From an optimization exercise on the open Yosys and OpenROAD flow, aimed at small area, a short achievable clock period and few clock cycles; shortcuts taken in it are not production practice. Only simulation tests tie the RTL to the original design; equivalence was not proved. Power figures rest on the tool's default switching activity, not on a simulated workload.

==> inputs of build 17 <==
Design CHIP, start of the top module:
module CHIP (	clk,
				rst_n,
				mem_read_D,
				mem_write_D,
				mem_addr_D,
				mem_wdata_D,
				mem_rdata_D,
				mem_ready_D,
				mem_read_I,
				mem_write_I,
				mem_addr_I,
				mem_wdata_I,
				mem_rdata_I,
				mem_ready_I,
				DCACHE_addr,
				DCACHE_wdata,
				DCACHE_wen
			);
make LEC_CHECK=0 CAP_MARGIN=20 CORE_MARGIN=2 CORE_UTILIZATION=40 PLACE_DENSITY=0.6 SETUP_SLACK_MARGIN=5 SLEW_MARGIN=20 finish   # period 10.0 ns
run.sh (not shown) runs the stock make flow with config.mk's settings and CLKGATE_MAP_FILE= SYNTH_SCRIPT=/design/flow/synth_recipe.tcl, a recipe that flattens the netlist after the stock synthesis.
==> trial 62: changes against build 17 <==
--- a/flow/design.v
+++ b/flow/design.v
@@ -470,25 +470,19 @@
     reg          rd_act, wr_act;
     reg          pf_v, pf_iss;       
     reg  [IW+LT-1:0] pf_addr;      
     reg  [IW+1:0] pf_l;
     reg          pq_v;               
     reg  [IW+LT-1:0] pq_addr;
     reg  [IW+1:0] pq_l;
-    reg  [127:0] wbuf  [0:1];
-    reg  [27:0]  waddr [0:1];
-    reg  [1:0]   wb_v;
-    reg          wb_h;               
+    reg  [127:0] wbuf;
+    reg  [27:0]  waddr;
+    reg          wbuf_v;
     reg          vc_v;               
     reg  [IW+1:0] vc_l;
-    reg          vc_s;               
-    wire         wb_full = &wb_v;
-    wire         wb_any  = |wb_v;
-    wire         wb_t    = wb_any ? !wb_h : wb_h;     
-    wire         wbuf_v  = wb_any;
     reg           sp_v;
     reg  [IW+1:0] sp_l;
     reg  [1:0]    sp_w;
     reg  [31:0]   sp_d;
     wire          fwd_fill = rd_act && mem_ready && pf_l == hl;
     reg  [3:0]    r_ws;
     reg  [S-1:0]  r_so;
@@ -515,29 +509,29 @@
                     (!wvs[w] ? rdm :
                      (sp_v && sp_l == {w[1:0], set} && sp_w == wsel) ? sp_d :
                      rdw[w]);
     end
     assign proc_rdata = rdata;
     wire sp_hold    = sp_v && rd_act && mem_ready && (sp_l != pf_l);
     wire vict_dirty = m_vd;
-    wire alloc_ok   = !pq_v && !(vict_dirty && wb_full) && !(sp_v && sp_l == vl) &&
+    wire alloc_ok   = !pq_v && !(vict_dirty && wbuf_v) && !(sp_v && sp_l == vl) &&
                       !(pf_v && pf_l == vl);
     wire alloc      = acc && !tmatch && inreg && alloc_ok && !(proc_write && sp_hold);
     wire          oreg  = acc && !inreg;
     wire          quiet = !pf_v && !pq_v && !dl_v && !sp_v && !vc_v;
     wire [N-1:0]  dl_lines = valid & dirty;
     wire          any_d = |dl_lines;
     reg  [IW+1:0] ev_l;
     always @(*) begin
         ev_l = {(IW+2){1'b0}};
         for (i = N - 1; i >= 0; i = i - 1)
             if (dl_lines[i]) ev_l = i;
     end
     wire          rmove = oreg && quiet && !any_d;
-    wire          evict = oreg && quiet && any_d && !wb_full;
+    wire          evict = oreg && quiet && any_d && !wbuf_v;
     reg          dl_v;
     reg  [1:0]   dl_w;
     reg  [IW+1:0] dl_l;
     wire         defer = proc_read && !dl_v && !ld_busy &&
                          (tmatch ? (!(|(h & wvs)) && !fwd_fill) : alloc);
     assign ld_kill  = defer;
     assign ld_pend  = dl_v;
@@ -551,24 +545,22 @@
     wire st_do      = proc_write && (tmatch || alloc) && !sp_hold;
     wire rdone   = rd_act && mem_ready;
     wire wdone   = wr_act && mem_ready;
     wire free    = !(rd_act || wr_act) || mem_ready;
     wire a_free  = !pf_v || rdone;
     wire [27:0] rd_line = {dreg, (pf_v && !pf_iss) ? pf_addr : pq_v ? pq_addr : line[IW+LT-1:0]};
     wire rd_want = (pf_v && !pf_iss) || (a_free && (pq_v || alloc));
-    wire rd_ok   = !((wb_v[0] && !(wdone && !wb_h) && waddr[0] == rd_line) ||
-                     (wb_v[1] && !(wdone &&  wb_h) && waddr[1] == rd_line));
+    wire rd_ok   = !wbuf_v || wdone || (waddr != rd_line);
     wire go_rd   = free && rd_want && rd_ok;
-    wire wb_next = wdone ? wb_v[!wb_h] : wb_v[wb_h];   
-    wire go_wr   = free && !go_rd && wb_next;
+    wire go_wr   = free && !go_rd && wbuf_v && !wdone;
     assign mem_read  = rd_act;
     assign mem_write = wr_act;
     reg  [27:0] maddr;
     assign mem_addr  = maddr;
-    assign mem_wdata = wbuf[wb_h];
+    assign mem_wdata = wbuf;
     reg [N-1:0] valid_n;
     always @(*) begin
         valid_n = valid;
         if (rmove) valid_n = {N{1'b0}};
         if (evict) valid_n[ev_l] = 1'b0;
         if (alloc) valid_n[vl] = 1'b1;
     end
@@ -588,16 +580,15 @@
     wire [1:0] vwN = plru_victim(plru[nset]);
     wire vdS = vd_n[{vwS, set}];
     wire vdN = vd_n[{vwN, nset}];
     always @(posedge clk or negedge rst_n) begin
         if (!rst_n) begin
             rd_act <= 1'b0;
             wr_act <= 1'b0;
-            wb_v   <= 2'b00;
-            wb_h   <= 1'b0;
+            wbuf_v <= 1'b0;
             pf_v   <= 1'b0;
             pf_iss <= 1'b0;
             pq_v   <= 1'b0;
             sp_v   <= 1'b0;
             vc_v   <= 1'b0;
             valid  <= {N{1'b0}};
             dirty  <= {N{1'b0}};
@@ -614,38 +605,35 @@
             m_vw <= proc_stall ? vwS : vwN;
             m_vd <= proc_stall ? vdS : vdN;
             for (w = 0; w < W; w = w + 1)
                 mv[w] <= proc_stall ? valid_n[{w[1:0], set}] : valid_n[{w[1:0], nset}];
             valid <= valid_n;
             if (evict) begin
                 dirty[ev_l] <= 1'b0;
-                wb_v[wb_t]  <= 1'b1;
+                wbuf_v      <= 1'b1;
             end
             if (free) begin
                 rd_act <= go_rd;
                 wr_act <= go_wr;
             end
-            if (wdone) begin
-                wb_v[wb_h] <= 1'b0;
-                wb_h       <= !wb_h;
-            end
+            if (wdone) wbuf_v <= 1'b0;
             if (a_free) begin
                 pf_v   <= pq_v || alloc;
                 pf_iss <= go_rd;
                 pq_v   <= pq_v && alloc;
             end else begin
                 if (go_rd) pf_iss <= 1'b1;
                 if (alloc) pq_v <= 1'b1;
             end
             sp_v <= st_do || sp_hold;
             vc_v <= (alloc && vict_dirty) || evict;
             for (i = 0; i < S; i = i + 1) plru[i] <= plru_n[i];
             if (alloc) begin
                 dirty[vl] <= proc_write;
-                if (vict_dirty) wb_v[wb_t] <= 1'b1;
+                if (vict_dirty) wbuf_v <= 1'b1;
             end else if (st_do) begin
                 dirty[hl] <= 1'b1;
             end
         end
     end
     reg [31:0] wbus [0:3];
     always @(*) begin
@@ -697,39 +685,37 @@
         if (rmove) dreg <= line[27:IW+LT];
         if (ta_v) tag[ta_l] <= ta_t;
         if (defer) begin
             dl_w <= wsel;
             dl_l <= al;
         end
         if (go_rd) maddr <= rd_line;
-        else if (go_wr) maddr <= wdone ? waddr[!wb_h] : waddr[wb_h];
+        else if (go_wr) maddr <= waddr;
         if (a_free) begin
             if (pq_v) begin
                 pf_addr <= pq_addr;
                 pf_l    <= pq_l;
             end else begin
                 pf_addr <= line[IW+LT-1:0];
                 pf_l    <= vl;
             end
         end
         if (alloc) begin
             pq_addr  <= line[IW+LT-1:0];
             pq_l     <= vl;
         end
         if (alloc && vict_dirty) begin
-            waddr[wb_t] <= {dreg, tag[vl], set};
+            waddr    <= {dreg, tag[vl], set};
             vc_l     <= vl;
-            vc_s     <= wb_t;
         end else if (evict) begin
-            waddr[wb_t] <= {dreg, tag[ev_l], ev_l[IW-1:0]};
+            waddr    <= {dreg, tag[ev_l], ev_l[IW-1:0]};
             vc_l     <= ev_l;
-            vc_s     <= wb_t;
         end
         if (vc_v)
-            wbuf[vc_s] <= {data[{vc_l, 2'd3}], data[{vc_l, 2'd2}], data[{vc_l, 2'd1}], data[{vc_l, 2'd0}]};
+            wbuf <= {data[{vc_l, 2'd3}], data[{vc_l, 2'd2}], data[{vc_l, 2'd1}], data[{vc_l, 2'd0}]};
         if (st_do && !sp_hold) begin
             sp_l <= al;
             sp_w <= wsel;
             sp_d <= proc_wdata;
         end
         for (i = 0; i < N; i = i + 1) begin
             for (j = 0; j < 4; j = j + 1) begin
CAP_MARGIN = 10   (was 20)
CORE_UTILIZATION = 22   (was 40)
PLACE_DENSITY = 0.4   (was 0.6)
SLEW_MARGIN = 10   (was 20)
==> notes.md <==
quantity                                                                build 17                   trial 62
Outcome                                                 timing/DRC/antenna clean   timing/DRC/antenna clean
Post-synth EDFFs                                                           3,861                      3,703
Starting DRT DRC Count                                                    17,714                     16,369
Critical Path Source                                   i_RISCV.e_f3[0]$_DFFE_PP_  D_cache.vc_l[2]$_DFFE_PP_
Required time of the critical path                                      10.68 ns                   10.80 ns
Final hold slack                                                       0.4520 ns                  0.4541 ns
Share of the synthesized area in the top cell type                        0.5740                     0.5725
Area fraction of clock buffers and clock inverters                       0.06183                    0.06197
Worst relative slew slack                                                0.05184                     0.1479
Switching share of power                                                  0.2443                     0.2519
Number of antenna repair diodes                                               66                         34
Delay of the slowest cell on the worst path                              1.01 ns                    0.85 ns
Average via count per standard cell                                        6.355                      5.018
Post-CTS setup buffers                                                        16                         27
Wire length on met2                                                     330.7 mm                   391.5 mm
Multi-input gate area                                                0.07577 mm²                0.07341 mm²
Average size of a mapped cell                                          14.85 µm²                  14.79 µm²
Row Count                                                                    260                        345
Worst path arrival time                                                  5.66 ns                    5.80 ns
Met3 track demand over resource                                          0.07251                    0.03994
Mux cell area share after synthesis                                       0.1770                     0.1754
Proportion of cell area occupied by multi-input gates                     0.3293                     0.3193
Final standard cell utilization of the core                               0.4581                     0.2608
Testbench counts of build 17, summed over its fixed seeds: cycles 12,235.
Testbench counts of trial 62, summed over its fixed seeds: cycles 12,711.

==> inputs of 03-14 <==
CHIP, a different RTL version from the one above (not shown whole).
make LEC_CHECK=0 CAP_MARGIN=20 CORE_MARGIN=2 CORE_UTILIZATION=30 PLACE_DENSITY=0.5 SETUP_SLACK_MARGIN=5 SLEW_MARGIN=20 finish   # period 10.0 ns
==> 01-08 (differences from 03-14) <==
--- a/flow/config.mk
+++ b/flow/config.mk
@@ -7,7 +7,7 @@
 export LEC_CHECK = 0
-export CAP_MARGIN = 20
+export CAP_MARGIN = 10
 export CORE_MARGIN = 2
-export CORE_UTILIZATION = 30
-export PLACE_DENSITY = 0.5
+export CORE_UTILIZATION = 40
+export PLACE_DENSITY = 0.6
 export SETUP_SLACK_MARGIN = 5
-export SLEW_MARGIN = 20
+export SLEW_MARGIN = 10
==> qor summary <==
| item | 03-14 | 01-08 |
|---|---|---|
| Run status | timing/DRC/antenna clean | timing/DRC/antenna clean |
| Internal power | 29.4 mW | 29.3 mW |
| Area of combinational cells with multiple inputs | 75800 um2 | 75800 um2 |
| Number of standard-cell rows in the floorplan | 297 | 257 |
| P_seq | 18.9 mW | 18.8 mW |
| Final non-clock buffer share | 3.98% | 3.91% |
| Dpl ws | 2.89 ns | 2.35 ns |
| Worst-Margin Slew | 1.32 ns | 1.24 ns |
| Wire length per cell | 34.5 um | 35.2 um |
| Clock-pin slew on the worst setup and hold paths | 0.06 ns | 0.07 ns |
| Met2 demand-to-capacity share in global routing | 35.8% | 43.4% |
| Combinational group power | 3.88 mW | 3.83 mW |
| Met3 Wirelength | 81700 um | 82000 um |
| Post-layout nets | 14300 | 14300 |
| Non-Clock Buffer Count | 966 | 924 |
| Final instance area | 229000 um2 | 225000 um2 |
| Number of cell instances on the worst register-to-register path | 12 | 16 |
| Required time worst endpoint | 10.75 ns | 10.88 ns |
| Cell area after placement | 213000 um2 | 210000 um2 |
| Via count of the first global-routing pass | 128000 | 127000 |
| Slowest stage cell on the critical path | sky130_fd_sc_hd__a31oi_1 | sky130_fd_sc_hd__nand2_1 |
| Number of antenna cells inserted | 41 | 26 |
| Final Wtd Congestion | 0.925 | 0.971 |
| Instance count after placement with tap cells included | 22000 | 19800 |
| Starting Density | 30.1% | 40.1% |
| Count of cells resized by post-cts repair | 60 | 69 |
Testbench counts of 03-14, summed over its fixed seeds: cycles 12,711.
Testbench counts of 01-08, summed over its fixed seeds: cycles 12,711.

==> v5 <==
Another version of the RTL of CHIP (not shown whole).
clock: 10.0 ns
lec_check: 0
cap_margin: 10
core_margin: 2
core_utilization: 30
place_density: 0.5
setup_slack_margin: 5
slew_margin: 10
==> inputs of v31, as changes to v5 <==
--- a/flow/design.v
+++ b/flow/design.v
@@ -38,11 +38,11 @@
 wire [8:0]  if_coff;
 wire        if_ptk;
 wire        d_ren;
 wire [31:0] d_rdata;
 wire        d_stall;
-wire [5:0]  d_nset;
+wire [3:0]  d_nset;
 wire        ld_kill, ld_pend, ld_done, ld_busy;
 wire [31:0] ld_ddata;
 	RISCV_Pipeline i_RISCV(
 		.clk        (clk),
 		.rst_n      (rst_n),
@@ -111,11 +111,11 @@
     input      [8:0]   if_coff,
     input              if_ptk,
     output             d_ren,
     output             d_wen,
     output     [29:0]  d_addr,
-    output     [5:0]   d_nset,      
+    output     [3:0]   d_nset,      
     output     [31:0]  d_wdata,
     input      [31:0]  d_rdata,
     input              d_stall,
     input              ld_kill,     
     input              ld_pend,     
@@ -242,11 +242,11 @@
                 pp[k] = pp[k] & pp[k-dd];
             end
         sum = (x ^ yy) ^ {pg[30:0], e_sub};
     end
     wire [7:0]  lsum = x[7:0] + e_imm[7:0];          
-    assign d_nset = lsum[7:2];
+    assign d_nset = lsum[7:4];
     wire        lt   = (x[31] ^ yy[31] ^ e_sub) ? x[31] : sum[31];
     wire        shl  = (e_f3 == 3'b001);
     reg  [31:0] xr;
     always @(*) for (k = 0; k < 32; k = k + 1) xr[k] = x[31-k];
     wire [31:0] sin  = shl ? xr : x;
@@ -398,11 +398,11 @@
     input              clk,
     input              rst_n,
     input              proc_read,
     input              proc_write,
     input      [29:0]  proc_addr,
-    input      [5:0]   proc_nset,    
+    input      [3:0]   proc_nset,    
     input      [31:0]  proc_wdata,
     output     [31:0]  proc_rdata,
     output             proc_stall,
     output             ld_kill,
     output             ld_pend,
@@ -443,11 +443,11 @@
         end
     endfunction
     wire [27:0]   line = proc_addr[29:2];
     wire [1:0]    wsel = proc_addr[1:0];
     wire [IW-1:0] set  = line[IW-1:0];
-    wire [IW-1:0] nset = proc_nset[IW+1:2];
+    wire [IW-1:0] nset = proc_nset[IW-1:0];
     wire          acc  = proc_read || proc_write;
     reg  [RB-1:0] dreg;              
     wire          inreg = line[27:IW+LT] == dreg;
     wire [TW-1:0] ltag  = line[IW+LT-1:IW];
     reg  [TW-1:0] mt  [0:W-1];
@@ -482,35 +482,20 @@
     reg           sp_v;
     reg  [IW+1:0] sp_l;
     reg  [1:0]    sp_w;
     reg  [31:0]   sp_d;
     wire          fwd_fill = rd_act && mem_ready && pf_l == hl;
-    reg  [3:0]    r_ws;
-    reg  [4*S-1:0] r_sk;             
-    reg  [31:0]   rdm;
-    reg  [31:0]   rdw [0:W-1];
-    integer       s2;
-    always @(*) begin
-        rdm = 32'd0;
-        for (j = 0; j < 4; j = j + 1)
-            if (r_ws[j]) rdm = rdm | mem_rdata[32*j +: 32];
-        for (w = 0; w < W; w = w + 1) begin
-            rdw[w] = 32'd0;
-            for (s2 = 0; s2 < S; s2 = s2 + 1)
-                for (j = 0; j < 4; j = j + 1)
-                    if (r_sk[4*s2+j]) rdw[w] = rdw[w] | data[4*(S*w+s2)+j];
-        end
-    end
+    wire [31:0]   rdm = mem_rdata[32*wsel +: 32];
     reg  [31:0]   rdata;
     always @(*) begin
         rdata = 32'd0;
         for (w = 0; w < W; w = w + 1)
             if (h[w])
                 rdata = rdata |
                     (!wvs[w] ? rdm :
                      (sp_v && sp_l == {w[1:0], set} && sp_w == wsel) ? sp_d :
-                     rdw[w]);
+                     data[{w[1:0], set, wsel}]);
     end
     assign proc_rdata = rdata;
     wire sp_hold    = sp_v && rd_act && mem_ready && (sp_l != pf_l);
     wire vict_dirty = m_vd;
     wire alloc_ok   = !pq_v && !(vict_dirty && wbuf_v) && !(sp_v && sp_l == vl) &&
@@ -670,14 +655,10 @@
                 mt_n[w] = (alloc && vl == ln) ? ltag : (ta_v && ta_l == ln) ? ta_t : tag[ln];
             mwv_n[w] = proc_stall ? wv_n[ls] : wv_n[ln];
         end
     end
     always @(posedge clk) begin
-        if (!proc_stall) begin
-            r_ws <= 4'b0001 << proc_nset[1:0];
-            r_sk <= {{(4*S-1){1'b0}}, 1'b1} << {nset, proc_nset[1:0]};
-        end
         for (w = 0; w < W; w = w + 1) begin
             mt[w]  <= mt_n[w];
             mwv[w] <= mwv_n[w];
         end
         ta_l <= vl;
Settings changed: CAP_MARGIN 10 to 20, CORE_UTILIZATION 30 to 40, PLACE_DENSITY 0.5 to 0.6, SLEW_MARGIN 10 to 20.
==> impl_metrics.env <==
export IMPL_design_area_um2=224800
export IMPL_combPwrFrac=0.099
export IMPL_grt_pass1_wl_mm=1002
export IMPL_fp_dieH_um=704.7
export IMPL_met2_length_mm=326.4
export IMPL_fin_total_pwr_w=0.03878
export IMPL_status="complete, no violations"
export IMPL_synthTopCellsByCount="edfxtp_1 (3697), mux4_2 (1147), nor2_1 (938)"
export IMPL_clkPwrFrac=0.415
export IMPL_seqPwrFrac=0.486
export IMPL_dpl_hpwl_mm=452.9
export IMPL_crit_family="buffers and inverters"
export IMPL_ys_ff_latch=3978
export IMPL_placed_area_um2=209600
export IMPL_dp_cells=19780
export IMPL_die_area_um2=496600
the above is filed under v31

==> impl_metrics.env <==
export IMPL_status="complete, no violations"
export IMPL_dpl_hpwl_mm=488.9
export IMPL_grt_pass1_wl_mm=1060
export IMPL_fin_total_pwr_w=0.03730
export IMPL_combPwrFrac=0.067
export IMPL_seqPwrFrac=0.497
export IMPL_clkPwrFrac=0.436
export IMPL_ys_ff_latch=3990
export IMPL_fp_dieH_um=810.9
export IMPL_die_area_um2=657600
export IMPL_crit_family="compound AO/OA/AOI/OAI gates"
export IMPL_design_area_um2=226300
export IMPL_synthTopCellsByCount="edfxtp_1 (3709), mux4_2 (1047), nand2_1 (719)"
the above is filed under v5

Testbench counts of v5, summed over its fixed seeds: cycles 12,711.
Testbench counts of v31, summed over its fixed seeds: cycles 12,711.

-- static timing again, ports no longer ideal --
In the flow no input, the clock included, has a driving cell. The finished layouts below were timed again as built, in two steps. Step 1 assumes that a clkbuf_16 drives the clock port and a buf_2 every other input. Step 2 also shifts input and output timing later by t, the mid clock arrival at the registers, as if the neighbouring blocks saw the same clock. a / b / c = no drivers / after step 1 / after step 2; a / b = the first two.
run | t, ns | setup WS [ns] | worst setup path after step 2 | pins driven straight from the clock port
build 17 | 1.110 | 5.021 / 4.954 / 4.029 | input to register | 1
trial 62 | 1.192 | 4.992 / 4.992 / 3.955 | input to register | 1
03-14 | 1.157 | 4.933 / 4.978 / 3.876 | input to register | 1
01-08 | 1.127 | 4.929 / 4.929 / 4.091 | input to register | 1
v5 | 1.127 | 4.973 / 4.973 / 4.002 | input to register | 1
v31 | 1.123 | 4.895 / 4.895 / 4.141 | input to register | 1
After both steps setup and hold are still met in every run listed. For 03-14, which loses most, drivers alone change the setup slack by +0.045 ns; drivers and shift together by -1.057 ns.
